This is an optimization exercise on Yosys and OpenROAD, whose aim is small area, not a production implementation. The RTL was checked by simulation tests, not by an equivalence proof against the original design. The clock cells of run 6 come from the design's own scripts or RTL, not from TritonCTS. The clock port is modelled as an ideal driver, which makes a skipped or thinned clock tree look cheaper than it is; a real chip needs a root buffer or a tree. No activity file was given, so power comes from the tool's default toggle rates.

==> design.v <==
`timescale 1ns / 1ps
module Elevator(input CLK,
					input rst,
					input [1:0] mode,
					input [3:0] request,
					output reg[3:0] currentFloor1,
					output reg[3:0] currentFloor2,
					output reg doorOpen1,
					output reg doorOpen2,
					output [3:0] listingLeds,
					output reg listBusy,
					output reg state);
reg [3:0] t0, t1, t2, t3, t4, t5, t6, t7;
reg [2:0] cur;
reg [3:0] tgt1, tgt2;
wire [7:0] e = {t7 == 0, t6 == 0, t5 == 0, t4 == 0,
                t3 == 0, t2 == 0, t1 == 0, t0 == 0};
wire [7:0] m = {t7 == request, t6 == request, t5 == request, t4 == request,
                t3 == request, t2 == request, t1 == request, t0 == request};
reg [3:0] shown;
always @* begin
	case (cur)
	3'd0: shown = t0; 3'd1: shown = t1; 3'd2: shown = t2; 3'd3: shown = t3;
	3'd4: shown = t4; 3'd5: shown = t5; 3'd6: shown = t6; default: shown = t7;
	endcase
end
assign listingLeds = listBusy ? shown : 4'd0;
wire [8:0] ex = {1'b1, e};
wire lastShown = ex[cur + 4'd1];
wire busyN = listBusy ? !lastShown : (mode == 2'd1 && !e[0]);
wire idle = !busyN;
wire addC = mode == 2'd0 && !listBusy && e[7] && m == 8'd0;
wire [7:0] fe = e & ~{e[6:0], 1'b0};
wire delC = mode == 2'd2 && idle && request != 4'd0;
wire [7:0] mp = {|m[7:0], |m[6:0], |m[5:0], |m[4:0], |m[3:0], |m[2:0], |m[1:0], m[0]};
wire [7:0] dsh = delC ? mp : 8'd0;
wire workC = mode == 2'd3 && idle;
wire stop = doorOpen1 && doorOpen2 && e[0];
wire take1 = workC && doorOpen1 && !e[0];
wire take2 = workC && doorOpen2 && (doorOpen1 ? !e[1] : !e[0]);
wire sh2 = take1 && take2;
wire sh1 = take1 ^ take2;
wire [3:0] tn1 = doorOpen1 ? t0 : tgt1;
wire [3:0] tn2 = doorOpen2 ? (doorOpen1 ? t1 : t0) : tgt2;
wire en1 = workC && !(doorOpen1 && e[0]);
wire en2 = workC && !(doorOpen2 && (doorOpen1 ? e[1] : e[0]));
wire up1 = tn1 > currentFloor1;
wire up2 = tn2 > currentFloor2;
wire [3:0] fn1 = tn1 == currentFloor1 ? currentFloor1 : up1 ? currentFloor1 + 4'd1 : currentFloor1 - 4'd1;
wire [3:0] fn2 = tn2 == currentFloor2 ? currentFloor2 : up2 ? currentFloor2 + 4'd1 : currentFloor2 - 4'd1;
function [3:0] nxt;
	input [3:0] cur_, n1, n2;
	input s1, s2, add;
	begin
		nxt = s2 ? n2 : s1 ? n1 : add ? request : cur_;
	end
endfunction
always @(posedge CLK) begin
	tgt1 <= tn1;
	tgt2 <= tn2;
	if (!listBusy) cur <= 3'd0;
	else cur <= cur + 3'd1;
	if (rst) begin
		{t0, t1, t2, t3, t4, t5, t6, t7} <= 32'd0;
		listBusy <= 1'b0;
		currentFloor1 <= 4'd1;
		currentFloor2 <= 4'd1;
		doorOpen1 <= 1'b1;
		doorOpen2 <= 1'b1;
		state <= 1'b0;
	end else begin
		t0 <= nxt(t0, t1, t2, sh1 | dsh[0], sh2, addC & fe[0]);
		t1 <= nxt(t1, t2, t3, sh1 | dsh[1], sh2, addC & fe[1]);
		t2 <= nxt(t2, t3, t4, sh1 | dsh[2], sh2, addC & fe[2]);
		t3 <= nxt(t3, t4, t5, sh1 | dsh[3], sh2, addC & fe[3]);
		t4 <= nxt(t4, t5, t6, sh1 | dsh[4], sh2, addC & fe[4]);
		t5 <= nxt(t5, t6, t7, sh1 | dsh[5], sh2, addC & fe[5]);
		t6 <= nxt(t6, t7, 4'd0, sh1 | dsh[6], sh2, addC & fe[6]);
		t7 <= nxt(t7, 4'd0, 4'd0, sh1 | dsh[7], sh2, addC & fe[7]);
		listBusy <= busyN;
		if (workC) state <= !stop;
		if (en1) begin
			doorOpen1 <= fn1 == tn1;
			currentFloor1 <= fn1;
		end
		if (en2) begin
			doorOpen2 <= fn2 == tn2;
			currentFloor2 <= fn2;
		end
	end
end
endmodule
==> flow/run.sh <==
#!/bin/bash
# Standard ORFS flow, except that synthesis maps the logic with an
# area-oriented ABC script (flow/abc_area.script) and without the full-adder
# extraction; the synthesis script itself (synth_recipe.tcl) is unchanged.
set -euo pipefail
rm -rf scripts_area
cp -r "$FLOW_HOME/scripts" scripts_area
cp flow/abc_area.script scripts_area/abc_area.script
bash standard.sh SCRIPTS_DIR="$PWD/scripts_area" ABC_AREA=1 ADDER_MAP_FILE= synth > synth.log 2>&1
bash standard.sh > layout.log 2>&1
==> flow/abc_area.script <==
strash
&get -n
&st
&deepsyn -T 60
&dch -f
&nf -a
&put
==> standard.sh <==
#!/bin/bash
# synth_recipe.tcl (not shown) runs the flow's synth.tcl, then flattens the netlist and writes it again
# the make line also repeats each setting of config.mk as NAME=value (left out here)
make -C /OpenROAD-flow-scripts/flow DESIGN_CONFIG=/design/flow/config.mk WORK_HOME=/design/flow/orfs CLKGATE_MAP_FILE= SYNTH_SCRIPT=/design/flow/synth_recipe.tcl "${@:-finish}"
==> config.mk <==
export PLATFORM = sky130hd
export DESIGN_NAME = Elevator
export DESIGN_NICKNAME = Elevator
export VERILOG_FILES = /design/flow/design.v
export SDC_FILE = /design/flow/constraint.sdc
export NUM_CORES = 4
export LEC_CHECK = 0
export CAP_MARGIN = 20
export CORE_MARGIN = 2
export CORE_UTILIZATION = 40
export SLEW_MARGIN = 20
==> constraint.sdc <==
create_clock -name core_clock -period 18.0 [get_ports {CLK}]
set_input_delay 3.6000 -clock core_clock [delete_from_list [all_inputs] [get_ports {CLK}]]
set_output_delay 3.6000 -clock core_clock [all_outputs]
set_load 0.01 [all_outputs]
==> results of run 1 <==
==> flip-flops by register name, summed over array words and instances, names as in the netlist, 3 cells and up <==
signal         flops
t0                 4
t6                 4
t5                 4
t3                 4
cur                3
t7                 4
t4                 4
t2                 4
tgt1               4
tgt2               4
currentFloor1      4
currentFloor2      4
t1                 4
==> cells by family after synthesis <==
kind of cell	count (synthesis)	synth area share, %
xor gates and xnor gates	38	9.93
DFF	55	32.8
and+or+nand+nor	170	25.3
AOI/OAI and AO/OA	132	27.6
buffers and inverters	17	1.90
muxes	7	2.09
adders and majority gates	1	0.299
==> layout by cell type (no fill, tap or decap), drive strengths merged, types with 4 or more instances in the layout <==
cell,count
nor3,16
and2,6
nor2,32
nand4,7
clkbuf,7
a22oi,16
clkdlybuf4s50,23
mux2i,7
o21ai,19
or4,4
a22o,4
dfxtp,55
a222oi,10
buf,7
a32oi,5
xor2,27
clkinv,18
nor4,14
xnor2,11
nand2b,6
a21oi,29
a31oi,7
nand2,47
or2,6
o21a,4
o221ai,5
nor2b,8
nand3,12
o22ai,6
==> layout make-up <==
type / count / share of cell area [%]
inverters: 17 / 1.65
clock buffers: 7 / 2.23
multi-input cells: 348 / 56.7
repair buffers: 30 / 7.31
clock inverters: 1 / 0.226
well taps: 105 / 3.39
flip-flops and latches: 55 / 28.5
==> metrics by stage <==
| step | setup WS [ps] | util, % |
|---|---|---|
| finish | 10890 | 47.3 |
| global route | 10740 | 47.3 |
| CTS | 11030 | 47.3 |
| detailed placement | 10700 | 46.1 |
| global placement | 10840 | 46.1 |
| floorplan | 12100 | - |
==> metal layers <==
layer / up-vias / track usage [%]
met5: - / 0
met4: 0 / 9.88
met3: 34 / 3.95
met2: 155 / 39.8
met1: 1714 / 32.1
li1: 1687 / -
==> worst min-delay path, cell delays in order, from the launching register on <==
cell	delay, ps
sky130_fd_sc_hd__dfxtp_1	320
sky130_fd_sc_hd__mux2i_1	80
sky130_fd_sc_hd__clkinv_1	80
==> worst paths after layout <==
| path | end | startpoint | depth (start not counted) | slack (ps) |
|---|---|---|---|---|
| worst max register to register | t2[1] | t3[0] | 9 | 13770 |
| worst min register to register | tgt1[0] | tgt1[0] | 2 | 500 |
| worst max-delay path | t1[1] | request[1] | 10 | 10890 |
| worst min-delay path | tgt1[0] | tgt1[0] | 2 | 500 |
==> power groups by stage <==
stage | clock network (W) | registers (W) | logic (W)
finish | 0.0000734 | 0.000184 | 0.000217
global route | 0.0000809 | 0.000186 | 0.000241
CTS | 0.0000761 | 0.000182 | 0.000215
detailed placement | 0 | 0.000184 | 0.000214
global placement | 0 | 0.000185 | 0.000211
floorplan | 0 | 0.000171 | 0.000157
==> run summary, run 1 <==
- The via count of the first global-routing pass is 3302.
- The switching power summed over all nets is 0.000212 W.
- When the netlist entered floorplanning its net count stood at 428.
- The power per standard cell area is 123 mW/mm^2.
- The later pin in the worst-skew pair is clocked with a latency of 320 ps.
- The net count of the finished layout is 465.
- Summed over all cells, the static leakage comes to 1.46 nW.
- The cell with the largest stage delay on the worst path is sky130_fd_sc_hd__clkdlybuf4s50_1.
- On the worst path, the slowest cell contributes a delay of 1070 ps.
- The final number of hold-violating endpoints is 0.
- The total of max-cap violations is 0.
- The design area is 0.00387 sq mm.
- In this run the remaining antenna-violating nets after routing total 0.
- The max-slew violation total from the final report is 0.
- The number of library cell types mapped by synthesis is 51.
- The clock network power share is 15.5%.
- The synthesized design contains 55 register bits.
- The area of the placeable core is 0.00818 sq mm.
- After clock tree synthesis, the repair step resized 0 gates.
- Relative to the synthesized area, the layout overhead comes to 15.5%.
- Routability-driven placement finished with a final weighted congestion of 0.936.
- In this design, the largest share of critical-path delay is due to simple AND/OR/NAND/NOR gates.
- The top layer used by detailed routing is met4.
- In this run the worst hold path is classified as flip-flop to flip-flop.
- Counting along the longest clock path gives a buffer depth of 2.
- The signal on the critical path passes through clkdlybuf4s50_1, xor2_1, nor4_1, or3_1, nor3_1, nand3_1, nor4_1, nor2b_1, a2bb2oi_1, mux2i_1.
- Across every metal layer, demand over resource in global routing totals 24.4%.
- At the pin with the least slew margin, the transition time is 1110 ps.
- The wire length the detailed router placed on met1 is 4910 um.
- The leading cell type by number of instances after synthesis is sky130_fd_sc_hd__dfxtp_1.
- The smallest clock period supported by the final layout is computed as 7110 ps.
- Summed over all nets, wire length on met2 after detailed routing comes to 4950 um.
- The post-synth design cell area is 0.00335 sq mm.
- The first TritonRoute pass finished after 5 iterations.
- The final critical path takes up 39.5% of the cycle.
- In this run the vertical extent of the chip is 95.5 um.
- The total of warnings raised by yosys is 1.
- The post-route netlist has 3.49% of its cells at a drive strength greater than 1.
- By area the synthesized netlist is led by sky130_fd_sc_hd__dfxtp_1 33%, sky130_fd_sc_hd__xor2_1 7.1%, sky130_fd_sc_hd__nand2_1 5.3%.
- The run finished with no timing, DRC or antenna violations.
- Setup repair after global routing left no endpoint under its margin.
- Together, buffers and inverters on the worst path number 1.
- The tree built by TritonCTS fans out to 55 sinks.
- TritonCTS built the clock tree.
- The start-to-end type of the worst setup path is primary input to flip-flop.
- Of all flip-flops after synthesis, the portion carrying an async set or reset was 0%.
- The number of cells produced by synthesis is 420.
- Of all nets on the critical path, the largest fanout is 16.
- The die covers 0.00913 sq mm.
- The number of inserted filler cells in the final layout is 840.
- The cell-internal power is 0.000262 W.
- In the routed design, unresolved DRC markers number 0.
- On the final layout, the worst clock skew is 9.43 ps.
- The placement row count is 33.
- The worst setup path is launched from a primary input.
- Post-CTS timing repair inserted 0 buffers for setup.
- The detailed placer's ending HPWL is 7460 um.
- The average wire length per cell after detail routing is 19.4 um.
- The final wirelength is 10900 um.
- Among the stages of the critical path, the cell type that occurs most often is sky130_fd_sc_hd__nor4_1.
- After the first detailed-routing iteration, the DRC count stood at 396.
- Power comes to 0.000474 W.
- The port buffer count is 23.
- The register area is 0.00110 sq mm.
- 24 I/O pins were placed.
- The final standard cell count with taps included and fillers excluded is 563.
- Headroom to the max-slew limit came out at 25.2%.
- Combinational logic burns 45.8% of the power.
- Counting the buffers created by CTS gives 5.
- The buffer cell driving the clock tree root is sky130_fd_sc_hd__clkbuf_8.
- The number of placed instances, taps included, is 555.
- The total inserted antenna cells is 0.
- In this run switching power makes up 44.7% of total power.
- Yosys mapped a number of flops with a built-in enable equal to 0.
- The proportion of synthesized chip area in sequential cells is 32.8%.
- Measured along the x axis, the die boundary spans 95.5 um.
- Dividing the synthesized area by the synthesized cell count gives 7.98 sq um.
- The primary flip-flop cell chosen by synthesis mapping is sky130_fd_sc_hd__dfxtp_1.
- Ranked by instance count, the synthesized netlist is headed by 55 x sky130_fd_sc_hd__dfxtp_1, 47 x sky130_fd_sc_hd__nand2_1, 32 x sky130_fd_sc_hd__nor2_1, 29 x sky130_fd_sc_hd__a21oi_1, 27 x sky130_fd_sc_hd__xor2_1.
- After global routing the overflow that remains totals 0.
- The sum of met3 wire segment lengths after detailed routing is 736 um.
- For the worst setup path, the data arrival time is 7350 ps.
- The number of levels the H-tree was split into is 2.
- For this run, the top clock speed supported by timing is 141 MHz.
- The clock transition at the registers of the reported paths is 100 ps.
- After routing, the total negative slack on setup checks comes to 0 ps.
- The synthesized design spends more area on one cell type than any other, namely sky130_fd_sc_hd__dfxtp_1.
- The initial antenna violation count was 0.
- The first global-routing pass estimated 17400 um of wire.
- The required arrival time at the worst endpoint is 18250 ps.
- The number of hold buffers added after CTS was 0.
- The final-layout worst hold slack is 499 ps.
- The initial standard-cell utilization of the core is 41.0%.
- The worst setup path is captured at a flip-flop.
- Summing over every cut layer, the via total after detailed routing is 3590.
- Setup violations remaining at the end of the flow were counted as 0.
- The multi-input combinational cells in the finished layout cover a total of 0.00220 sq mm.
- The share of the synthesized area in the top cell type is 32.8%.
- The worst ir drop on vdd is 0.0587 mV.
- Dividing the detail-routed via count by the number of cells gives 6.38.
- Of the total power, registers draw 38.7%.
- The pin count of the biggest net entering global routing is 28.
- The instance area at placement is 0.00377 sq mm.
==> run 2, diff against run 1 <==
==> flow/run.sh (replaced) <==
#!/bin/bash
# Standard ORFS flow (the standard.sh) with three changes:
#  - synthesis maps the logic with an area-oriented ABC script
#    (flow/abc_area.script) and without full-adder extraction; the synthesis
#    script itself (synth_recipe.tcl) is unchanged, so are the registers;
#  - ports are buffered with the smallest buffer (buf_1);
#  - the clock tree is built from small clock buffers, without dummy loads.
set -euo pipefail
rm -rf scripts_area
cp -r "$FLOW_HOME/scripts" scripts_area
cp flow/abc_area.script scripts_area/abc_area.script
bash standard.sh SCRIPTS_DIR="$PWD/scripts_area" ABC_AREA=1 ADDER_MAP_FILE= synth > synth.log 2>&1
bash standard.sh \
  "BUFFER_PORTS_ARGS=-buffer_cell sky130_fd_sc_hd__buf_1" \
  "CTS_ARGS=-sink_clustering_enable -repair_clock_nets -dont_use_dummy_load -root_buf sky130_fd_sc_hd__clkbuf_8 -buf_list sky130_fd_sc_hd__clkbuf_8" \
  > layout.log 2>&1
--- a/config.mk
+++ b/config.mk
@@ -8,4 +8,5 @@
 export CAP_MARGIN = 20
 export CORE_MARGIN = 2
-export CORE_UTILIZATION = 40
+export CORE_UTILIZATION = 70
+export PLACE_DENSITY = 0.85
 export SLEW_MARGIN = 20
==> run summary, run 2 <==
- At the worst endpoint, the arrival time is 6980 ps.
- The via count of the first global-routing pass came to 3488.
- The fmax is 148 MHz.
- Relative to the synthesized area, the layout overhead comes to 8.04%.
- The initial standard-cell utilization of the core is 72.1%.
- The startpoint of the most critical hold path is state.
- The flow ran to the end and the layout has no timing, DRC or antenna violations.
- For the pin with the worst max-slew slack, the measured transition is 1030 ps.
- The pin count of the biggest net entering global routing is 28.
- The latest clock arrival within the worst-skew pair is 320 ps.
- The maximum clock insertion buffer count is 2.
- The top cell type by area accounts for 32.8% of the synthesized area.
- The H-tree generated during clock tree synthesis spans 2 levels.
- During placement, the flow inserted port buffers numbering 23.
- The TritonCTS clock tree is built.
- Among all stages on the critical path, the largest delay is contributed by sky130_fd_sc_hd__nor3_1.
- The total of warnings raised by yosys is 1.
- Setup repair after global routing left no endpoint under its margin.
- The share of async-settable or async-resettable flops after synthesis is 0%.
- Dividing the synthesized area by the synthesized cell count gives 7.80 sq um.
- The number of synthesized register bits is 55.
- The start-to-end type of the worst setup path is primary input to flip-flop.
- The y dimension of the die is 73.3 um.
- The normalized max-slew margin is 30.8%.
- The number of clock buffers added by TritonCTS is 5.
- Across the VDD grid, the largest voltage drop is 0.0688 mV.
- The startpoint of the most critical setup path is request[0].
- Pin placement for this block handled 24 I/O pins.
- Synthesis handed over a netlist of 431 instances.
- On the final layout, the worst clock skew is 19.0 ps.
- The worst setup path is launched from a primary input.
- Across the run, the number of max-cap violations was 0.
- The cell type with the largest total area after synthesis is sky130_fd_sc_hd__dfxtp_1.
- The netlist uses 52 different library cells.
- The critical path goes through buf_1, xor2_1, nor4_1, nor3_1, nand3_1, nand3b_1, nor3_1, buf_4, nor2b_1, a22o_1.
- In this run the clock root is driven by a sky130_fd_sc_hd__clkbuf_8.
- The flop-to-flop setup slack is 13780 ps.
- The number of nets in the layout is 475.
- The cell seen most often among critical-path stages is sky130_fd_sc_hd__nor3_1.
- The number of nets still failing antenna checks after routing is 0.
- The required arrival time at the worst endpoint is 18250 ps.
- For the finished layout, the period the worst path requires is 6730 ps.
- Ranked by total cell area, the synthesized netlist is headed by sky130_fd_sc_hd__dfxtp_1 33%, sky130_fd_sc_hd__nand2_1 6.3%, sky130_fd_sc_hd__xnor2_1 5.2%.
- For this run the aggregate overflow at the end of global routing stands at 0.
- In this run the power density over the cells is 93.9 mW/mm^2.
- In the finished design, the share of the clock period the worst path needs comes to 37.4%.
- The average wire length per cell after detail routing is 20.5 um.
- For this block, the initial DRC count from the detailed router was 405.
- The floorplan has 25 rows.
- In the synthesized netlist, the cells that appear most often are 56 x sky130_fd_sc_hd__nand2_1, 55 x sky130_fd_sc_hd__dfxtp_1, 43 x sky130_fd_sc_hd__nor2_1, 24 x sky130_fd_sc_hd__a21oi_1, 20 x sky130_fd_sc_hd__xnor2_1.
- After routing, the total negative slack on setup checks comes to 0 ps.
- The area of the placeable core is 0.00466 sq mm.
- After clock tree synthesis, the clock-pin slew on the worst setup and hold paths is 100 ps.
- The DRC violations left is 0.
- The number of hold buffers added after CTS is 0.
- Setup violations remaining at the end of the flow were counted as 0.
- Using the TritonRoute via totals, the vias-per-cell ratio works out to 7.28.
- The number of nets in the synthesized netlist is 439.
- Cells with a size suffix above 1 make up 2.58% of the layout.
- The number of antenna diodes in the final layout is 0.
- The finished layout holds 519 standard cells, fillers aside.
- The sort of element at the end of the critical path is a flip-flop.
- The number of resized instances in the post-cts repair step is 0.
- For this run, the leading register cell type out of synthesis is sky130_fd_sc_hd__dfxtp_1.
- The floorplan step defined a die boundary enclosing 0.00537 sq mm.
- The floorplan step set the die width to 73.3 um.
- In the layout the commonest cells are 56 x sky130_fd_sc_hd__nand2_1, 55 x sky130_fd_sc_hd__dfxtp_1, 42 x sky130_fd_sc_hd__nor2_1.
- The startpoint of the most critical register-to-register path is t6[3].
- Summing the sequential cell areas from Yosys gives 32.8% of the chip area.
- The cell area that synthesis handed to floorplanning was 0.00336 sq mm.
- Counting tap cells, the placed design contains a total of 514 instances.
- The worst hold path belongs to the class flip-flop to flip-flop.
- The final number of hold-violating endpoints is 0.
- The layout has 355 filler cells.
- Detailed routing inserted a total of 3780 vias.
- Post-CTS timing repair inserted 0 buffers for setup.
- Counting flops with a built-in enable in the synthesized netlist gives 0.
- For this design the static power due to leakage is 1.36 nW.
- The number of sinks driven by the clock tree is 55.
- The final-layout worst hold slack is 472 ps.
- The top fanout value on the critical path is 15.
- By instance count, the leading cell after synthesis is sky130_fd_sc_hd__nand2_1.
- In the global route stage, overall resource usage came out at 41.1%.
- The largest incremental delay on the critical path is 830 ps.
- The final layout contains routed wiring with a total length of 10700 um.
- The max-slew violation total from the final report was 0.
- At the end of routability-driven placement, the weighted congestion stood at 0.967.
- The detailed placer's ending HPWL is 7570 um.
- The initial antenna violation count is 0.
- The first global-routing pass estimated 17000 um of wire.
- Before antenna repair, the detailed router went through 6 iterations.
- The library cell used most frequently in the layout, excluding fill and tap cells, is sky130_fd_sc_hd__nand2_1.
==> run 2: logic make-up after synthesis <==
kind of cell,count (synthesis),share of synthesized area [%]
multiplexers,7,2.12
flip-flops,55,32.8
adder cells (fa/ha/maj),1,0.298
AND/OR/NAND/NOR,193,27.8
AO/OA/AOI/OAI,125,26.3
buffers and inverters,16,1.79
XOR/XNOR,34,8.86
==> run 2: final timing paths <==
kind	cells past startpoint	endpoint
setup reg to reg	9	t0[3]
hold reg to reg	2	state
setup / recovery	10	t7[0]
hold / removal	2	state
==> run 2: final cells by class <==
| cell class | instances | area, sq um | area share [%] |
|---|---|---|---|
| multi-input cells | 360 | 2200 | 60.6 |
| inverters | 16 | 60.1 | 1.65 |
| repair buffers | 29 | 131 | 3.62 |
| clock buffers | 5 | 68.8 | 1.90 |
| flip-flops and latches | 55 | 1100 | 30.3 |
| well taps | 54 | 67.6 | 1.86 |
==> run 2: layer usage <==
metal  track usage [%]  share of wire, %  vias to the layer above
li1                  -                 -                     1711
met1              53.3                38                     1694
met2              63.2                44                      294
met3              7.00                11                       81
met4              26.7               7.1                        0
met5                 0                 0                        -
==> run 2: per-stage QoR <==
step / area (sq um) / total power (W) / utilization (%) / worst slack [ps]
detailed placement: 3560 / 0.000272 / 76.4 / 11130
global route: 3630 / 0.000357 / 77.9 / 11070
floorplan: 3360 / 0.000237 / - / 12080
finish: 3630 / 0.000341 / 77.9 / 11270
CTS: 3630 / 0.000334 / 77.9 / 11310
global placement: 3560 / 0.000268 / 76.4 / 11380
==> run 2: worst max-delay path, delay by kind of cell <==
kind                      cells  cell delay, ps
buffers and inverters         2             950
and+or+nand+nor               6            2030
xor gates and xnor gates      1             210
AOI/OAI and AO/OA             1             180
==> run 2: power by group <==
part           internal, W  total [W]  leakage, nW  switching [W]
sequential        0.000133   0.000156        0.445      0.0000225
combinational    0.0000461   0.000121        0.878      0.0000749
clock            0.0000253  0.0000640       0.0359      0.0000387
==> run 3, diff against run 2 <==
--- a/config.mk
+++ b/config.mk
@@ -6,7 +6,8 @@
 export NUM_CORES = 4
 export LEC_CHECK = 0
-export CAP_MARGIN = 20
+export CAP_MARGIN = 0
 export CORE_MARGIN = 2
 export CORE_UTILIZATION = 70
+export GPL_TIMING_DRIVEN = 0
 export PLACE_DENSITY = 0.85
-export SLEW_MARGIN = 20
+export SLEW_MARGIN = 0
==> run summary, run 3 <==
- The run finished with no timing, DRC or antenna violations.
- The die outline area is 0.00537 sq mm.
- Tracing the worst setup path back leads to its startpoint at request[3].
- The path type of the worst min-delay path is flip-flop to flip-flop.
- When the netlist entered floorplanning its net count stood at 439.
- The detailed router placed 3680 vias in this run.
- The kind of start point of the critical path is a primary input.
- The number of resized instances in the post-cts repair step is 0.
- The total inserted antenna cells is 0.
- The horizontal die dimension is 73.3 um.
- In this design, the stage delay of the slowest critical-path cell is 830 ps.
- The congestion estimate from routability-driven global placement came to 0.959.
- The share of async-settable or async-resettable flops after synthesis is 0%.
- In this run the worst path has a maximum fanout of 17.
- The ratio of routed vias to standard cells is 7.16.
- The measured slew at the worst slew-check pin is 1400 ps.
- The number of hold buffers added after CTS is 0.
- Row generation in the floorplan step produced 25 rows.
- The area of the placeable core is 0.00466 sq mm.
- The worst setup slack after placement is 11140 ps.
- Counting instances, the worst hold path has a depth of 2.
- The number of different library cells used by synthesis comes to 52.
- The fmax is 147 MHz.
- For this run, the number of Yosys warnings is 1.
- The first global-routing pass estimated 16100 um of wire.
- The initial antenna violation count is 0.
- After the last flow step, the layout net total stands at 470.
- The clock period could shrink to 6820 ps.
- The proportion of synthesized chip area in sequential cells is 32.8%.
- The final-report setup violation count is 0.
- TritonCTS created 5 clock buffers.
- The cell with the largest stage delay on the worst path is sky130_fd_sc_hd__buf_1.
- The count of nets left with antenna violations once routing finished came out at 0.
- Among all cell types in the netlist, the one instantiated most often is sky130_fd_sc_hd__nand2_1.
- The max-slew violation total from the final report is 0.
- Measured in cells, the most critical reg-to-reg path has a length of 9.
- The initial standard-cell utilization of the core is 72.1%.
- Counting every instance in the synthesized netlist gives 431.
- The H-tree was split into 2 levels.
- The share of the synthesized area in the top cell type is 32.8%.
- STA classifies the critical path endpoint as a flip-flop.
- The remaining global-route overflow is 0.
- The cell seen most often among critical-path stages is sky130_fd_sc_hd__nand3_1.
- Yosys mapped a number of flops with a built-in enable equal to 0.
- Global routing used 38.3% of the available tracks across all layers.
- The detailed placer's ending HPWL is 6800 um.
- Cells with a size suffix above 1 make up 1.52% of the layout.
- The average size of a mapped cell is 7.80 sq um.
- The via count of the first global-routing pass is 3374.
- The worst register-to-register path begins at t2[1].
- Setup repair after global routing left no endpoint under its margin.
- The pin count of the biggest net entering global routing is 28.
- Summing all multi-input logic gate instances after layout gives 0.00220 sq mm.
- The power per standard cell area is 93.4 mW/mm^2.
- The arrival time at the worst endpoint is 7060 ps.
- The maximum clock insertion buffer count is 2.
- The clock net in this run drives a total of 55 sinks.
- IR analysis of the VDD net gives a maximum drop of 0.0620 mV.
- In the final routed layout, each cell accounts on average for 19.5 um.
- Post-CTS timing repair inserted 0 buffers for setup.
- The TritonCTS clock tree is built.
- The number of DRC markers after the initial detailed-route iteration is 616.
- In the finished design, the share of the clock period the worst path needs comes to 37.9%.
- By area the synthesized netlist is led by sky130_fd_sc_hd__dfxtp_1 33%, sky130_fd_sc_hd__nand2_1 6.3%, sky130_fd_sc_hd__xnor2_1 5.2%.
- Registers take 0.00110 sq mm.
- The final number of hold-violating endpoints is 0.
- Counting the fill cells in the layout gives 365.
- The critical path is of the primary input to flip-flop type.
- The most common cell after layout, fill and taps aside is sky130_fd_sc_hd__nand2_1.
- After detailed routing, the number of remaining DRC violations is 0.
- The number of synthesized register bits is 55.
- Wires add up to 10000 um.
- The critical path goes through buf_1, xor2_1, nor4_1, nor3_1, nand3_1, nand3b_1, nor3_2, buf_6, and3b_1, nand2_1, nand3_1.
- The clock arrives with 15.0 ps of skew.
- The setup TNS is 0 ps.
- Measured against its own limit, the worst slew margin works out to 6.66%.
- The total of max-cap violations is 0.
- The required arrival time at the worst endpoint is 18240 ps.
- The buffer cell driving the clock tree root is sky130_fd_sc_hd__clkbuf_8.
- The signed area change from the synthesized netlist to the final layout is 7.11%.
- The die is 73.3 um tall.
- The leakage power is 1.34 nW.
- The top cell types in the final layout, fill and taps aside, are 56 x sky130_fd_sc_hd__nand2_1, 55 x sky130_fd_sc_hd__dfxtp_1, 43 x sky130_fd_sc_hd__nor2_1.
- By count the netlist is led by 56 x sky130_fd_sc_hd__nand2_1, 55 x sky130_fd_sc_hd__dfxtp_1, 43 x sky130_fd_sc_hd__nor2_1, 24 x sky130_fd_sc_hd__a21oi_1, 20 x sky130_fd_sc_hd__xnor2_1.
- The startpoint identified for the worst hold timing path is state.
- The port buffer count is 23.
- The length of the first detailed-routing pass in iterations is 7.
- The post-synth design cell area is 0.00336 sq mm.
- During I/O placement, the number of pins put on the boundary was 24.
- The synthesized design spends more area on one cell type than any other, namely sky130_fd_sc_hd__dfxtp_1.
- For this run, the leading register cell type out of synthesis is sky130_fd_sc_hd__dfxtp_1.
- The latest clock arrival within the worst-skew pair is 310 ps.
- The post-layout worst setup margin is 11180 ps.
- Clock-pin slew was measured on the worst setup and hold paths at 100 ps.
run 3: cell counts after synthesis:
No cell type changed its count.
run 3: layout make-up:
type	instances	share of cell area, %
multi-input cells	360	61.2
flip-flops and latches	55	30.6
repair buffers	24	2.71
clock buffers	5	1.91
well taps	54	1.88
inverters	16	1.67
run 3: critical path: cells and delay by family:
family,cells,cell delay [ps]
AND/OR/NAND/NOR,8,2190
buffers and inverters,2,1060
XOR/XNOR,1,190
run 3: logic make-up (layout without fill, tap and decap cells):
group	Yosys count	count (layout)	share of synthesized area [%]
mux	7	7	2.12
compound gates	125	125	26.3
flops	55	55	32.8
simple gates	193	193	27.8
fa+ha+maj	1	1	0.298
xor+xnor	34	34	8.86
buf+inv	16	45	1.79
run 3: final timing paths:
check	to	slack, ps
setup / recovery	t6[1]	11180
hold / removal	state	460
setup reg to reg	t0[3]	13620
hold reg to reg	state	460
run 3: metrics by stage:
stage	cell area, sq um	total power (W)	hold WS, ps	util, %	std cells
after global routing	3600	0.000353	500	77.2	514
final	3600	0.000336	464	77.2	514
after CTS	3600	0.000331	467	77.2	514
after global placement	3510	0.000265	439	75.4	508
after floorplan	3360	0.000237	455	-	431
after detailed placement	3530	0.000269	445	75.8	509
run 3: metal layers:
metal  part of all wire [%]  vias to the layer above  GRT usage [%]
li1                       -                     1695              -
met1                     39                     1694           49.6
met2                     47                      243           62.3
met3                     11                       48           6.72
met4                    3.8                        0           17.6
met5                      0                        -              0
run 3: power breakdown:
part | leakage, nW | total (W) | switching, W | internal (W)
registers | 0.445 | 0.000154 | 0.0000206 | 0.000133
logic | 0.857 | 0.000119 | 0.0000743 | 0.0000448
clock network | 0.0359 | 0.0000632 | 0.0000380 | 0.0000252
total | 1.34 | 0.000336 | 0.000133 | 0.000203
==> run 4, diff against run 3 <==
==> flow/abc_area.script (replaced) <==
strash
&get -n
&st
&deepsyn -T 60
&dch -f
&nf -a -R 1000 -C 32 -F 8 -A 8
&put
==> run summary, run 4 <==
- The number of library cell types mapped by synthesis is 44.
- The global placement routability congestion is 0.948.
- The via count of the first global-routing pass is 3181.
- The share of the synthesized area in the top cell type is 33.8%.
- The initial antenna violation count was 0.
- At the worst endpoint, the required time is 18230 ps.
- Max-cap violations in this run came to 0.
- The die outline area is 0.00522 sq mm.
- The finished cells cover 0.00349 sq mm.
- Yosys attributes the largest share of cell area to sky130_fd_sc_hd__dfxtp_1 34%, sky130_fd_sc_hd__a222oi_1 7.1%, sky130_fd_sc_hd__xnor2_1 7.0%.
- Between clock sinks in the finished design, the worst skew comes to 24.2 ps.
- After synthesis, the most frequently instantiated cells are 55 x sky130_fd_sc_hd__dfxtp_1, 55 x sky130_fd_sc_hd__nand2_1, 46 x sky130_fd_sc_hd__nor2_1, 37 x sky130_fd_sc_hd__a21oi_1, 26 x sky130_fd_sc_hd__xnor2_1.
- The total inserted antenna cells is 0.
- The measured slew at the worst slew-check pin is 1140 ps.
- The final layout contains 454 nets.
- Among all flip-flop cells after synthesis, the most frequent one is sky130_fd_sc_hd__dfxtp_1.
- Measured along the y axis, the die boundary spans 72.3 um.
- Of all nets on the critical path, the largest fanout is 17.
- The wire length of the first global-routing pass is 15000 um.
- In the routed design, unresolved DRC markers number 0.
- The latest clock arrival within the worst-skew pair is 320 ps.
- The largest incremental delay on the critical path is 810 ps.
- The kind of start point of the critical path is a primary input.
- Of the cells placed in the final design, the portion with a size suffix greater than 1 is 1.58%.
- Relative to the synthesized area, the layout overhead comes to 6.94%.
- In this run, CTS created clock tree buffers numbering 5.
- The cell with the largest stage delay on the worst path is sky130_fd_sc_hd__buf_1.
- The total area inside the core boundary comes to 0.00441 sq mm.
- Summed over all instances, the cell type with the most area after synthesis is sky130_fd_sc_hd__dfxtp_1.
- The setup TNS is 0 ps.
- For this design, the CTS-stage hold fixing added 0 buffers.
- TritonCTS built the clock tree.
- The initial utilization of the core area, before any placement, comes to 73.9%.
- IR analysis of the VDD net gives a maximum drop of 0.0943 mV.
- After clock tree synthesis, the clock-pin slew on the worst setup and hold paths is 110 ps.
- Dividing the detail-routed via count by the number of cells gives 7.15.
- Setup repair after global routing left no endpoint under its margin.
- The final-report setup violation count is 0.
- The port buffer count is 23.
- The clock passes through at most 2 buffers.
- The count of nets left with antenna violations once routing finished came out at 0.
- The final total power is 0.000422 W.
- After synthesis the cells add up to 0.00326 sq mm.
- Synthesis produced a netlist with a net count of 424.
- The number of enable-type register cells in the synthesized netlist is 0.
- The arrival time at the worst endpoint is 7860 ps.
- Dividing total power by cell area gives a power density of 121 mW/mm^2.
- The number of DRC markers after the initial detailed-route iteration is 679.
- The final design utilization is 79.0%.
- The pin count of the biggest net entering global routing is 33.
- Synthesis handed over a netlist of 416 instances.
- The max-slew violation total from the final report is 0.
- For this run, the register share of the synthesized area comes to 33.8%.
- The floorplan has 24 rows.
- The horizontal die dimension is 72.3 um.
- In the final routed layout, each cell accounts on average for 18.8 um.
- The detailed placer's ending HPWL is 6430 um.
- The worst path needs 7630 ps of the cycle, external delays included.
- The final critical path takes up 42.4% of the cycle.
- After detailed placement, the design holds a cell count of 491.
- The routed design has 9320 um of wire.
- Static timing analysis puts the maximum clock frequency at 131 MHz.
- The number of resized instances in the post-cts repair step is 0.
- STA classifies the critical path endpoint as a flip-flop.
- The final number of hold-violating endpoints was 0.
- The routed via count is 3545.
- The global routing usage summed across all routing layers is 36.2%.
- The number of top-level pins is 24.
- For this design, the sink count on the clock tree is 55.
- After synthesis, the mean cell area works out to 7.84 sq um.
- The total of warnings raised by yosys is 1.
- In this run the post-CTS setup repair buffer count came out at 0.
- The flow ran to the end and the layout has no timing, DRC or antenna violations.
- The buffer cell driving the clock tree root is sky130_fd_sc_hd__clkbuf_8.
- The signal on the critical path passes through buf_1, xor2_1, nor4_1, a41o_1, a41o_1, a41o_1, a41oi_1, o41ai_1, a41o_1, nor3_1, nor3b_1, a21oi_1, a21oi_1, nand3_1, o21ai_0.
- The normalized max-slew margin is 24.3%.
- In this design, the critical path's most frequently occurring cell is sky130_fd_sc_hd__a41o_1.
- The path type of the worst min-delay path is flip-flop to flip-flop.
- The number of levels the H-tree was split into is 2.
- In the layout the commonest cells are 55 x sky130_fd_sc_hd__nand2_1, 55 x sky130_fd_sc_hd__dfxtp_1, 46 x sky130_fd_sc_hd__nor2_1.
- The critical path in this run is classified as primary input to flip-flop.
- The final standard cell count with taps included and fillers excluded is 496.
- The leakage power is 1.27 nW.
- In this run the cell area measured after placement is 0.00342 sq mm.
- The number of synthesized register bits is 55.
- The share of async-settable or async-resettable flops after synthesis is 0%.
- The length of the first detailed-routing pass in iterations is 9.
- For this run the aggregate overflow at the end of global routing stands at 0.
-- run 4: cell count changes after synthesis, sizes merged, moves of 4 or more --
| cell | before | now |
|---|---|---|
| clkinv | 16 | 20 |
| nand3 | 17 | 8 |
| a222oi | 3 | 23 |
| nand4 | 5 | 0 |
| nor2b | 5 | 11 |
| xnor2 | 20 | 26 |
| a32oi | 15 | 0 |
| nor4 | 10 | 6 |
| o21ai | 19 | 25 |
| o22ai | 9 | 4 |
| a41o | 0 | 4 |
| and2 | 10 | 1 |
| a21oi | 24 | 37 |
| a22oi | 8 | 3 |
-- run 4: final cells by class --
| type | count | area [sq um] |
|---|---|---|
| multi-input cells | 341 | 2090 |
| flip-flops and latches | 55 | 1100 |
| fillers | 357 | 926 |
| repair buffers | 23 | 87.6 |
| inverters | 20 | 75.1 |
| clock buffers | 5 | 68.8 |
| well taps | 52 | 65.1 |
-- run 4: cell families after synthesis --
| kind of cell | share of synthesized area (%) |
|---|---|
| AND/OR/NAND/NOR | 22.9 |
| adder cells (fa/ha/maj) | 0.307 |
| multiplexers | 1.84 |
| buffers and inverters | 2.30 |
| AO/OA/AOI/OAI | 29.0 |
| flip-flops | 33.8 |
| XOR/XNOR | 9.93 |
-- run 4: final timing paths --
kind | start | to | slack [ps] | depth (start not counted)
worst max-delay path | request[0] | t1[1] | 10370 | 15
worst min-delay path | tgt1[0] | tgt1[0] | 510 | 2
worst max register to register | t3[3] | t5[0] | 13320 | 12
worst min register to register | tgt1[0] | tgt1[0] | 510 | 2
-- run 4: metal layers --
layer  up-vias  global-route usage (%)  wire (um)
li1       1635                       -          -
met1      1630                    48.4       3740
met2       242                    56.5       4270
met3        38                    7.64       1010
met4         0                    15.3        305
met5         -                       0          0
-- run 4: per-stage QoR --
step                      setup WS [ps]  hold slack (ps)
final                             10370              506
after floorplan                   11830              450
after global routing              10170              529
after global placement            10380              478
after CTS                         10590              504
after detailed placement          10270              476
-- run 4: power breakdown --
part	internal (W)	switching (W)	leakage, nW	total [W]
Combinational	0.0000705	0.000109	0.791	0.000179
Clock	0.0000253	0.0000384	0.0359	0.0000636
Sequential	0.000142	0.0000362	0.446	0.000179
-- run 4: worst max-delay path, delay by kind of cell --
| family | cells | cell delay [ps] |
|---|---|---|
| compound gates | 9 | 1810 |
| buf+inv | 1 | 810 |
| simple gates | 4 | 1410 |
| xor+xnor | 1 | 220 |
==> run 5, diff against run 4 <==
--- a/design.v
+++ b/design.v
@@ -50,17 +50,25 @@
 wire [3:0] fn2 = tn2 == currentFloor2 ? currentFloor2 : up2 ? currentFloor2 + 4'd1 : currentFloor2 - 4'd1;
 function [3:0] nxt;
+	input r;
 	input [3:0] cur_, n1, n2;
 	input s1, s2, add;
 	begin
-		nxt = s2 ? n2 : s1 ? n1 : add ? request : cur_;
+		nxt = {4{!r}} & (({4{!s1 && !s2}} & (cur_ | {4{add}} & request)) | ({4{s1}} & n1) | ({4{s2}} & n2));
 	end
 endfunction
 always @(posedge CLK) begin
 	tgt1 <= tn1;
+	t0 <= nxt(rst, t0, t1, t2, sh1 | dsh[0], sh2, addC & fe[0]);
+	t1 <= nxt(rst, t1, t2, t3, sh1 | dsh[1], sh2, addC & fe[1]);
+	t2 <= nxt(rst, t2, t3, t4, sh1 | dsh[2], sh2, addC & fe[2]);
+	t3 <= nxt(rst, t3, t4, t5, sh1 | dsh[3], sh2, addC & fe[3]);
+	t4 <= nxt(rst, t4, t5, t6, sh1 | dsh[4], sh2, addC & fe[4]);
+	t5 <= nxt(rst, t5, t6, t7, sh1 | dsh[5], sh2, addC & fe[5]);
+	t6 <= nxt(rst, t6, t7, 4'd0, sh1 | dsh[6], sh2, addC & fe[6]);
+	t7 <= nxt(rst, t7, 4'd0, 4'd0, sh1 | dsh[7], sh2, addC & fe[7]);
 	tgt2 <= tn2;
 	if (!listBusy) cur <= 3'd0;
 	else cur <= cur + 3'd1;
 	if (rst) begin
-		{t0, t1, t2, t3, t4, t5, t6, t7} <= 32'd0;
 		listBusy <= 1'b0;
 		currentFloor1 <= 4'd1;
@@ -70,12 +78,4 @@
 		state <= 1'b0;
 	end else begin
-		t0 <= nxt(t0, t1, t2, sh1 | dsh[0], sh2, addC & fe[0]);
-		t1 <= nxt(t1, t2, t3, sh1 | dsh[1], sh2, addC & fe[1]);
-		t2 <= nxt(t2, t3, t4, sh1 | dsh[2], sh2, addC & fe[2]);
-		t3 <= nxt(t3, t4, t5, sh1 | dsh[3], sh2, addC & fe[3]);
-		t4 <= nxt(t4, t5, t6, sh1 | dsh[4], sh2, addC & fe[4]);
-		t5 <= nxt(t5, t6, t7, sh1 | dsh[5], sh2, addC & fe[5]);
-		t6 <= nxt(t6, t7, 4'd0, sh1 | dsh[6], sh2, addC & fe[6]);
-		t7 <= nxt(t7, 4'd0, 4'd0, sh1 | dsh[7], sh2, addC & fe[7]);
 		listBusy <= busyN;
 		if (workC) state <= !stop;
==> run summary, run 5 <==
- The run finished with no timing, DRC or antenna violations.
- TritonCTS built the clock tree.
- The fmax is 130 MHz.
- At the end of routability-driven placement, the weighted congestion stood at 0.905.
- The max-slew violation total from the final report was 0.
- The maximum clock insertion buffer count is 2.
- After synthesis the cells add up to 0.00317 sq mm.
- The top fanout value on the critical path is 18.
- The synthesized design contains 0 enable-type register cells.
- After clock tree synthesis, the setup repair step added 0 buffers.
- The cell with the largest stage delay on the worst path is sky130_fd_sc_hd__nor4_1.
- The share of synthesized area in the top cell type comes to 34.8%.
- Net switching is 31.5% of the power.
- The proportion of synthesized chip area in sequential cells is 34.8%.
- The first global-routing pass estimated 14700 um of wire.
- After detailed routing, the total wire length is 8950 um.
- After the last flow step, the layout net total stands at 432.
- In this design, the critical path's most frequently occurring cell is sky130_fd_sc_hd__o41a_1.
- The worst hold path belongs to the class flip-flop to flip-flop.
- The number of nets in the synthesized netlist is 402.
- The total clock buffers created by CTS is 5.
- For this run, the number of Yosys warnings is 1.
- The total of max-cap violations is 0.
- The initial antenna violation count is 0.
- The arrival time at the worst endpoint is 7920 ps.
- STA classifies the critical path startpoint as a primary input.
- For the final routed database, the setup TNS stands at 0 ps.
- Once detail routing completed, the nets flagged for antenna violations numbered 0.
- The area growth from synthesis to layout is 7.04%.
- The die covers 0.00508 sq mm.
- Input and output buffers added on the ports amount to 23.
- After synthesis, the most frequently instantiated cells are 75 x sky130_fd_sc_hd__nand2_1, 55 x sky130_fd_sc_hd__dfxtp_1, 36 x sky130_fd_sc_hd__a222oi_1, 28 x sky130_fd_sc_hd__nor2_1, 26 x sky130_fd_sc_hd__xor2_1.
- The kind of cell adding the most delay to the critical path is simple AND/OR/NAND/NOR gates.
- Sorting the synthesized cells by area gives the leading types as sky130_fd_sc_hd__dfxtp_1 35%, sky130_fd_sc_hd__a222oi_1 11%, sky130_fd_sc_hd__nand2_1 8.9%.
- In the global route stage, overall resource usage came out at 35.7%.
- Summing all multi-input logic gate instances after layout gives 0.00199 sq mm.
- The flop-to-flop setup slack is 13760 ps.
- Measured against its own limit, the worst slew margin works out to 15.5%.
- The tree is rooted in a sky130_fd_sc_hd__clkbuf_8.
- The number of library cell types mapped by synthesis is 41.
- The final-report setup violation count is 0.
- The filler cells instantiated in the layout total 325.
- The total inserted antenna cells is 0.
- The final number of hold-violating endpoints came to 0.
- After floorplanning, the core was divided into 24 placement rows.
- The share of async-settable or async-resettable flops after synthesis is 0%.
- Dividing the final minimum period by the clock period gives 42.7%.
- The pin count of the biggest net entering global routing is 25.
- The combinational power share is 20.4%.
- Registers are responsible for 55.1% of the overall power.
- The cell type with the largest total area after synthesis is sky130_fd_sc_hd__dfxtp_1.
- For this run the aggregate overflow at the end of global routing stands at 0.
- The average size of a mapped cell is 8.03 sq um.
- The number of DRC markers after the initial detailed-route iteration is 648.
- For the pin with the worst max-slew slack, the measured transition is 1260 ps.
- sky130_fd_sc_hd__nand2_1 is the most common cell in the netlist.
- The detailed placer's ending HPWL is 6010 um.
- The length of the first detailed-routing pass in iterations is 11.
- The worst ir drop on vdd is 0.0502 mV.
- Using the TritonRoute via totals, the vias-per-cell ratio works out to 7.17.
- The number of sinks driven by the clock tree is 55.
- The via count of the first global-routing pass was 3071.
- The switching power summed over all nets is 0.0000792 W.
- The worst setup slack after placement is 10420 ps.
- The clock skew is 23.7 ps.
- The synthesized design contains 55 register bits.
- The most common cell after layout, fill and taps aside is sky130_fd_sc_hd__nand2_1.
- The clock reaches the later pin of the worst-skew pair after 310 ps.
- In this run, placement finished with an instance count of 469.
- The clock tree synthesis step divided the H-tree into 2 levels.
- The start-to-end type of the worst setup path is primary input to flip-flop.
- The total buffers and inverters traversed by the critical path is 1.
- The number of hold buffers added after CTS is 0.
- Traced cell by cell, the critical path runs through buf_1, xnor2_1, nand4_1, o41a_1, o41a_1, o41a_1, o41ai_1, a41oi_1, o41ai_1, nor4_1, nor3b_1, a222oi_1, nand2_1.
- The average wire length per cell after detail routing is 18.9 um.
- The horizontal die dimension is 71.2 um.
- The number of resized instances in the post-cts repair step is 0.
- The largest incremental delay on the critical path is 1040 ps.
- The core region is 0.00435 sq mm.
- The cell-internal power is 0.000172 W.
- Across the whole layout, storage elements account for 0.00110 sq mm.
- The shortest clock period the worst path allows after layout is 7690 ps.
- The die is 71.2 um tall.
- Setup repair after global routing left no endpoint under its margin.
- Per report_power, the clock group accounts for 24.5% of the total.
- The routed via count is 3399.
- STA puts the critical path data required time at 18230 ps.
- The fraction of layout instances using a drive strength above 1 is 1.42%.
- After detailed placement, the total cell area comes to 0.00332 sq mm.
- The top cell types in the final layout, fill and taps aside, are 75 x sky130_fd_sc_hd__nand2_1, 55 x sky130_fd_sc_hd__dfxtp_1, 36 x sky130_fd_sc_hd__a222oi_1.
- STA classifies the critical path endpoint as a flip-flop.
- For this run, design rule violations remaining after detail routing come to 0.
- Summing all non-filler instances in the final layout gives an area of 0.00339 sq mm.
- Leaving out filler cells and counting taps, the final layout contains 474.
- The number of cells produced by synthesis is 394.
- The power per standard cell area is 74.1 mW/mm^2.
- The analysis attributes to cell leakage a power of 1.32 nW.
- The number of top-level pins is 24.
- Clock-pin slew was measured on the worst setup and hold paths at 100 ps.
- The final design utilization is 77.8%.
- Setup slack on the critical path of the routed design comes to 10310 ps.
- The primary flip-flop cell chosen by synthesis mapping is sky130_fd_sc_hd__dfxtp_1.
- For this configuration, the core starts out at a cell density of 72.7%.
[run 5: changes by cell type after synthesis, moves of 6 or more]
cell | before | now
sky130_fd_sc_hd__nor3_1 | 18 | 5
sky130_fd_sc_hd__xor2_1 | 11 | 26
sky130_fd_sc_hd__and2_0 | 1 | 9
sky130_fd_sc_hd__a21oi_1 | 37 | 24
sky130_fd_sc_hd__nor2b_1 | 11 | 5
sky130_fd_sc_hd__nand2_1 | 55 | 75
sky130_fd_sc_hd__a222oi_1 | 23 | 36
sky130_fd_sc_hd__xnor2_1 | 26 | 13
sky130_fd_sc_hd__nor2_1 | 46 | 28
[run 5: kinds of logic (layout without fill, tap and decap cells)]
kind of cell | Yosys count | in the layout | share of synthesized area, %
AND/OR/NAND/NOR | 157 | 157 | 22.7
flip-flops | 55 | 55 | 34.8
adder cells (fa/ha/maj) | 1 | 1 | 0.316
AO/OA/AOI/OAI | 117 | 117 | 27.6
XOR/XNOR | 39 | 39 | 10.8
buffers and inverters | 21 | 49 | 2.49
multiplexers | 4 | 4 | 1.26
[run 5: worst reg2reg max path, stage by stage (launching register included)]
cell,delay (ps)
sky130_fd_sc_hd__dfxtp_1,400
sky130_fd_sc_hd__nor4_1,900
sky130_fd_sc_hd__o311ai_0,240
sky130_fd_sc_hd__nand3_1,170
sky130_fd_sc_hd__nand2_1,70
sky130_fd_sc_hd__nor2_1,520
sky130_fd_sc_hd__o21ai_0,610
sky130_fd_sc_hd__o21ai_0,260
sky130_fd_sc_hd__nor2_1,150
sky130_fd_sc_hd__and2_0,300
sky130_fd_sc_hd__a222oi_1,410
sky130_fd_sc_hd__clkinv_1,110
[run 5: power by group through the flow]
stage | sequential, W | clock, W | combinational (W)
after global routing | 0.000139 | 0.0000659 | 0.0000566
after floorplan | 0.000137 | 0 | 0.0000358
after global placement | 0.000140 | 0 | 0.0000479
after detailed placement | 0.000140 | 0 | 0.0000496
after CTS | 0.000137 | 0.0000621 | 0.0000498
final | 0.000138 | 0.0000616 | 0.0000512
[run 5: path summary, 6_finish.rpt]
kind / cells past startpoint / end / start
hold / removal: 2 / state / state
hold reg to reg: 2 / state / state
setup reg to reg: 11 / t6[3] / t1[3]
setup / recovery: 13 / t2[1] / request[1]
[run 5: layer usage]
| layer | track usage (%) | vias up | wire length [um] |
|---|---|---|---|
| met1 | 52.0 | 1562 | 3680 |
| met2 | 53.5 | 237 | 3950 |
| li1 | - | 1562 | - |
| met4 | 13.2 | 0 | 240 |
| met5 | 0 | - | 0 |
| met3 | 5.77 | 38 | 1080 |
[run 5: metrics by stage]
| step | power [W] | hold WS, ps |
|---|---|---|
| floorplan | 0.000173 | 453 |
| CTS | 0.000249 | 514 |
| detailed placement | 0.000190 | 494 |
| global route | 0.000261 | 540 |
| global placement | 0.000188 | 485 |
| finish | 0.000251 | 510 |
[run 5: cell type report]
type                       instances  area share, %
inverter                          21           2.33
timing repair buffer              23           2.55
clock buffer                       5           2.03
sequential                        55           32.5
multi-input combinational        318           58.7
tap                               52           1.92
==> run 6, diff against run 5 <==
==> flow/run.sh (replaced) <==
#!/bin/bash
# Standard ORFS flow (the standard.sh) with these changes:
#  - synthesis maps the logic with an area-oriented ABC script
#    (flow/abc_area.script) and without full-adder extraction; the synthesis
#    script itself (synth_recipe.tcl) is unchanged, so are the registers;
#  - ports are buffered with the smallest buffer (buf_1);
#  - the clock is distributed by two clkbuf_16, each fed by the clock port
#    and driving one half of the registers (flow/clock_tree.tcl, run after
#    CTS), in place of the tree that CTS builds.
set -euo pipefail
rm -rf scripts_area
cp -r "$FLOW_HOME/scripts" scripts_area
cp flow/abc_area.script scripts_area/abc_area.script
bash standard.sh SCRIPTS_DIR="$PWD/scripts_area" ABC_AREA=1 ADDER_MAP_FILE= synth > synth.log 2>&1
CLOCK_CLUSTERS=2 CLOCK_BUFFER=sky130_fd_sc_hd__clkbuf_16 bash standard.sh \
  "BUFFER_PORTS_ARGS=-buffer_cell sky130_fd_sc_hd__buf_1" \
  "CTS_ARGS=-sink_clustering_enable -repair_clock_nets -dont_use_dummy_load -root_buf sky130_fd_sc_hd__clkbuf_8 -buf_list sky130_fd_sc_hd__clkbuf_8" \
  "POST_CTS_TCL=$PWD/flow/clock_tree.tcl"  \
  > layout.log 2>&1
==> flow/clock_tree.tcl (new file) <==
# Post-CTS hook: replace the clock tree that CTS built with CLOCK_CLUSTERS
# buffers of type CLOCK_BUFFER, each driven by the clock port and driving the
# clock pins of one cluster of registers.
set block [ord::get_db_block]
set db [ord::get_db]
set master [$db findMaster $::env(CLOCK_BUFFER)]
set root_net [[$block findBTerm CLK] getNet]

proc is_clock_buffer { inst } {
  return [string match "sky130_fd_sc_hd__clkbuf_*" [[$inst getMaster] getName]]
}

# Walk the clock tree from the port: collect its buffers, nets and sinks.
set nets [list $root_net]
set bufs {}
set tree_nets {}
set sinks {}
while { [llength $nets] > 0 } {
  set net [lindex $nets 0]
  set nets [lrange $nets 1 end]
  foreach it [$net getITerms] {
    if { [$it isOutputSignal] } { continue }
    set inst [$it getInst]
    if { [is_clock_buffer $inst] } {
      lappend bufs $inst
      foreach o [$inst getITerms] {
        if { [$o isOutputSignal] && [$o getNet] != "NULL" } {
          lappend nets [$o getNet]
          lappend tree_nets [$o getNet]
        }
      }
    } else {
      lappend sinks $it
    }
  }
}
puts "clock_single: [llength $bufs] clock buffers, [llength $sinks] sinks"

# Split the sinks into clusters by position (k-means on x), one buffer each.
set pts {}
foreach it $sinks {
  set box [[$it getInst] getBBox]
  lappend pts [list $it [expr { ([$box xMin] + [$box xMax]) / 2 }] [expr { ([$box yMin] + [$box yMax]) / 2 }]]
}
set K $::env(CLOCK_CLUSTERS)
set cx {}
set cy {}
set sorted [lsort -real -index 1 $pts]
for { set k 0 } { $k < $K } { incr k } {
  set p [lindex $sorted [expr { int(($k + 0.5) * [llength $sorted] / $K) }]]
  lappend cx [lindex $p 1]
  lappend cy [lindex $p 2]
}
for { set iter 0 } { $iter < 20 } { incr iter } {
  set members {}
  for { set k 0 } { $k < $K } { incr k } { lappend members {} }
  foreach p $pts {
    set best 0
    set bd 1e30
    for { set k 0 } { $k < $K } { incr k } {
      set d [expr { abs([lindex $p 1] - [lindex $cx $k]) + abs([lindex $p 2] - [lindex $cy $k]) }]
      if { $d < $bd } { set bd $d; set best $k }
    }
    lset members $best [concat [lindex $members $best] [list $p]]
  }
  for { set k 0 } { $k < $K } { incr k } {
    set m [lindex $members $k]
    if { [llength $m] == 0 } { continue }
    set sx 0
    set sy 0
    foreach p $m { set sx [expr { $sx + [lindex $p 1] }]; set sy [expr { $sy + [lindex $p 2] }] }
    lset cx $k [expr { $sx / [llength $m] }]
    lset cy $k [expr { $sy / [llength $m] }]
  }
}
foreach b $bufs {
  odb::dbInst_destroy $b
}
foreach n $tree_nets {
  if { [llength [$n getITerms]] == 0 } {
    odb::dbNet_destroy $n
  }
}
for { set k 0 } { $k < $K } { incr k } {
  set m [lindex $members $k]
  if { [llength $m] == 0 } { continue }
  set leaf [odb::dbNet_create $block clknet_leaf_$k]
  $leaf setSigType CLOCK
  foreach p $m {
    set it [lindex $p 0]
    $it disconnect
    $it connect $leaf
  }
  set nb [odb::dbInst_create $block $master clkbuf_leaf_$k]
  [$nb findITerm A] connect $root_net
  [$nb findITerm X] connect $leaf
  $nb setLocation [expr { int([lindex $cx $k]) }] [expr { int([lindex $cy $k]) }]
  $nb setPlacementStatus PLACED
  puts "clock_single: buffer $k drives [llength $m] sinks"
}
global_connect
detailed_placement
check_placement -verbose
estimate_parasitics -placement
==> run summary, run 6 <==
- The flow ran to the end and the layout has no timing, DRC or antenna violations.
- For this run, asynchronously set or reset flops after synthesis account for 0%.
- The initial antenna violation count is 0.
- Once layout is complete, the utilization of the core stands at 77.4%.
- The horizontal die dimension is 71.2 um.
- Counting instances in the post-synthesis netlist gives the leading cell types as 75 x sky130_fd_sc_hd__nand2_1, 55 x sky130_fd_sc_hd__dfxtp_1, 36 x sky130_fd_sc_hd__a222oi_1, 28 x sky130_fd_sc_hd__nor2_1, 26 x sky130_fd_sc_hd__xor2_1.
- In the synthesized netlist the dominant register cell turns out to be sky130_fd_sc_hd__dfxtp_1.
- After detailed routing, no signal wire sits above met4.
- Yosys mapped a number of flops with a built-in enable equal to 0.
- The routed layout has 3386 vias.
- The startpoint identified for the worst hold timing path is state.
- In this run the critical register-to-register path is captured at t6[1].
- Yosys mapped the design onto 41 distinct sky130hd cell types.
- The number of DRC markers after the initial detailed-route iteration is 636.
- In this run the static leakage power is 1.31 nW.
- Detailed routing placed a total of 4080 um of wire on met2.
- The logic depth of the worst register-to-register path is 11.
- The sum of met3 wire segment lengths after detailed routing is 1060 um.
- Data on the critical path is required at its endpoint by 18110 ps.
- The tool flagged a number of max-cap violations equal to 0.
- The worst setup path is captured at a flip-flop.
- For the worst-skew pair, the clock arrives at the later sink with an insertion delay of 170 ps.
- The mapped netlist covers 0.00317 sq mm.
- The normalized max-slew margin is 17.0%.
- The capture endpoint of the worst hold path is state.
- Data on the critical path arrives at its endpoint at 7820 ps.
- sky130_fd_sc_hd__dfxtp_1 takes more of the synthesized area than any other cell.
- In the finished design, the share of the clock period the worst path needs comes to 42.8%.
- The cell depth of the worst hold path is 2.
- In this run the worst path has a maximum fanout of 18.
- In the routed layout, each cell is associated on average with a via count of 7.19.
- The total of warnings raised by yosys is 1.
- The start-to-end type of the worst setup path is primary input to flip-flop.
- The fmax is 130 MHz.
- The placement row count is 24.
- The die is 71.2 um tall.
- The area of the placeable core is 0.00435 sq mm.
- Counting every sink on the clock net gives 55.
- After layout, the minimum clock period comes to 7710 ps.
- The number of nets in the synthesized netlist is 402.
- Dividing total power by cell area gives a power density of 71.6 mW/mm^2.
- The final wirelength is 9040 um.
- The port buffer count is 23.
- The wire length of the first global-routing pass is 14800 um.
- Setup violations remaining at the end of the flow were counted as 0.
- After clock tree synthesis, the clock-pin slew on the worst setup and hold paths is 100 ps.
- The post-route netlist has 0.716% of its cells at a drive strength greater than 1.
- The measured slew at the worst slew-check pin is 1230 ps.
- In the final routing, the length of wire on met1 measures 3720 um.
- The die outline area is 0.00508 sq mm.
- By instance count, the leading cell after synthesis is sky130_fd_sc_hd__nand2_1.
- The library cell used most frequently in the layout, excluding fill and tap cells, is sky130_fd_sc_hd__nand2_1.
- The global routing usage summed across all routing layers is 35.7%.
- The worst ir drop on vdd is 0.0752 mV.
- Between clock sinks in the finished design, the worst skew comes to 8.13 ps.
- The remaining global-route overflow is 0.
- Entering global routing, the biggest net connects 29 pins.
- The length of the first detailed-routing pass in iterations is 12.
- Setup repair after global routing left no endpoint under its margin.
- Yosys attributes the largest share of cell area to sky130_fd_sc_hd__dfxtp_1 35%, sky130_fd_sc_hd__a222oi_1 11%, sky130_fd_sc_hd__nand2_1 8.9%.
- The global placement routability congestion is 0.905.
- In this run the count of I/O pins placed on the die edge is 24.
- In the routed design, unresolved DRC markers number 0.
- The synthesized design contains 55 register bits.
- In this run the critical register-to-register path is launched from t1[3].
- Summed over all failing endpoints, the final setup total negative slack is 0 ps.
- The final number of hold-violating endpoints is 0.
- The max-slew violation total from the final report is 0.
- The setup check on the worst reg-to-reg path leaves a slack of 13630 ps.
- The share of the synthesized area in the top cell type is 34.8%.
- STA classifies the critical path startpoint as a primary input.
- The via count of the first global-routing pass came to 3081.
- The detailed placer's ending HPWL is 6010 um.
- The average size of a mapped cell is 8.03 sq um.
- The number of nets in the layout is 433.
- Final hold analysis gives a worst-case slack of 511 ps.
- The signed area change from the synthesized netlist to the final layout is 6.44%.
- The repair_antennas step left the layout with diodes totalling 0.
- The proportion of synthesized chip area in sequential cells is 34.8%.
- The top cell types in the final layout, fill and taps aside, are 75 x sky130_fd_sc_hd__nand2_1, 55 x sky130_fd_sc_hd__dfxtp_1, 36 x sky130_fd_sc_hd__a222oi_1.
- In this run the remaining antenna-violating nets after routing total 0.
- Including well taps, the total number of placed cells is 469.
- After technology mapping, the gate count stands at 394.
- The path type of the worst min-delay path is flip-flop to flip-flop.
- The average wire length per cell after detail routing is 19.2 um.
- Leaving out filler cells and counting taps, the final layout contains 471.
- Once the floorplan was initialized, standard cells occupied 72.7% of the core.
[run 6: worst max-delay path, cell delays in order]
cell,delay [ps]
sky130_fd_sc_hd__buf_1,820
sky130_fd_sc_hd__xnor2_1,140
sky130_fd_sc_hd__nand4_1,160
sky130_fd_sc_hd__o41a_1,200
sky130_fd_sc_hd__o41a_1,190
sky130_fd_sc_hd__o41a_1,170
sky130_fd_sc_hd__o41ai_1,90
sky130_fd_sc_hd__a41oi_1,340
sky130_fd_sc_hd__o41ai_1,210
sky130_fd_sc_hd__nor4_1,1020
sky130_fd_sc_hd__nor3b_1,550
sky130_fd_sc_hd__a222oi_1,180
sky130_fd_sc_hd__nand2_1,120
[run 6: cell families after synthesis]
kind of cell	Yosys count	share of synthesized area (%)
AND/OR/NAND/NOR	157	22.7
adder cells (fa/ha/maj)	1	0.316
AO/OA/AOI/OAI	117	27.6
flip-flops	55	34.8
multiplexers	4	1.26
buffers and inverters	21	2.49
XOR/XNOR	39	10.8
[run 6: worst max path at each step]
stage | from | end | cells after the start
after detailed placement | request[1] | t2[0] | 13
after floorplan | request[3] | t4[1] | 12
after global routing | request[3] | t2[0] | 13
final | request[1] | t2[3] | 13
after global placement | request[1] | t4[1] | 13
[run 6: per-layer routing]
metal | vias to the layer above | track usage, %
met5 | - | 0
met4 | 0 | 11.9
met3 | 27 | 6.33
met2 | 249 | 53.6
met1 | 1559 | 52.1
li1 | 1551 | -
[run 6: metrics by stage]
| stage | instance area (sq um) | total power, W | setup slack, ps |
|---|---|---|---|
| final | 3370 | 0.000241 | 10290 |
| after global routing | 3370 | 0.000252 | 10150 |
| after detailed placement | 3320 | 0.000190 | 10420 |
| after global placement | 3320 | 0.000188 | 10430 |
| after floorplan | 3170 | 0.000173 | 12130 |
[run 6: layout make-up]
cell class | instances | area, sq um
plain buffers | 2 | 50.0
fillers | 326 | 985
inverters | 21 | 78.8
multi-input cells | 318 | 1990
flip-flops and latches | 55 | 1100
well taps | 52 | 65.1
repair buffers | 23 | 86.3
[run 6: power by group]
part,switching (W),internal (W),leakage [nW],total (W)
sequential,0.0000108,0.000127,0.445,0.000138
clock,0.0000310,0.0000206,0.0246,0.0000515
combinational,0.0000322,0.0000191,0.839,0.0000514
total,0.0000740,0.000167,1.31,0.000241

what the ideal ports hide:
In the flow no input, the clock included, has a driving cell. The finished layouts below were timed again as built, in two steps. Step 1 assumes that a clkbuf_16 drives the clock port and a buf_2 every other input. Step 2, shift: input delay + t, output delay - t, t = (earliest + latest rising clock arrival at the registers) / 2. This alone moves slack from input paths to output paths. Slacks: ideal ports / drivers / drivers and shift; pairs: ideal ports / drivers.
| run | shift t [ns] | setup slack, ns | worst register clock-pin slew, ns | worst slew at a driven data input, ns |
|---|---|---|---|---|
| run 1 | 0.348 | 10.892 / 10.897 / 10.550 | 0.10 / 0.10 | 0.03 |
| run 2 | 0.340 | 11.265 / 11.267 / 10.927 | 0.10 / 0.10 | 0.03 |
| run 3 | 0.338 | 11.185 / 11.181 / 10.844 | 0.10 / 0.10 | 0.03 |
| run 4 | 0.336 | 10.366 / 10.365 / 10.029 | 0.11 / 0.11 | 0.03 |
| run 5 | 0.324 | 10.314 / 10.313 / 9.989 | 0.10 / 0.10 | 0.03 |
| run 6 | 0.211 | 10.292 / 10.310 / 10.099 | 0.10 / 0.10 | 0.03 |
After both steps every run listed still meets setup and hold. The setup slack of run 1, which loses most, moves by +0.005 ns with the drivers and by -0.342 ns with both steps.
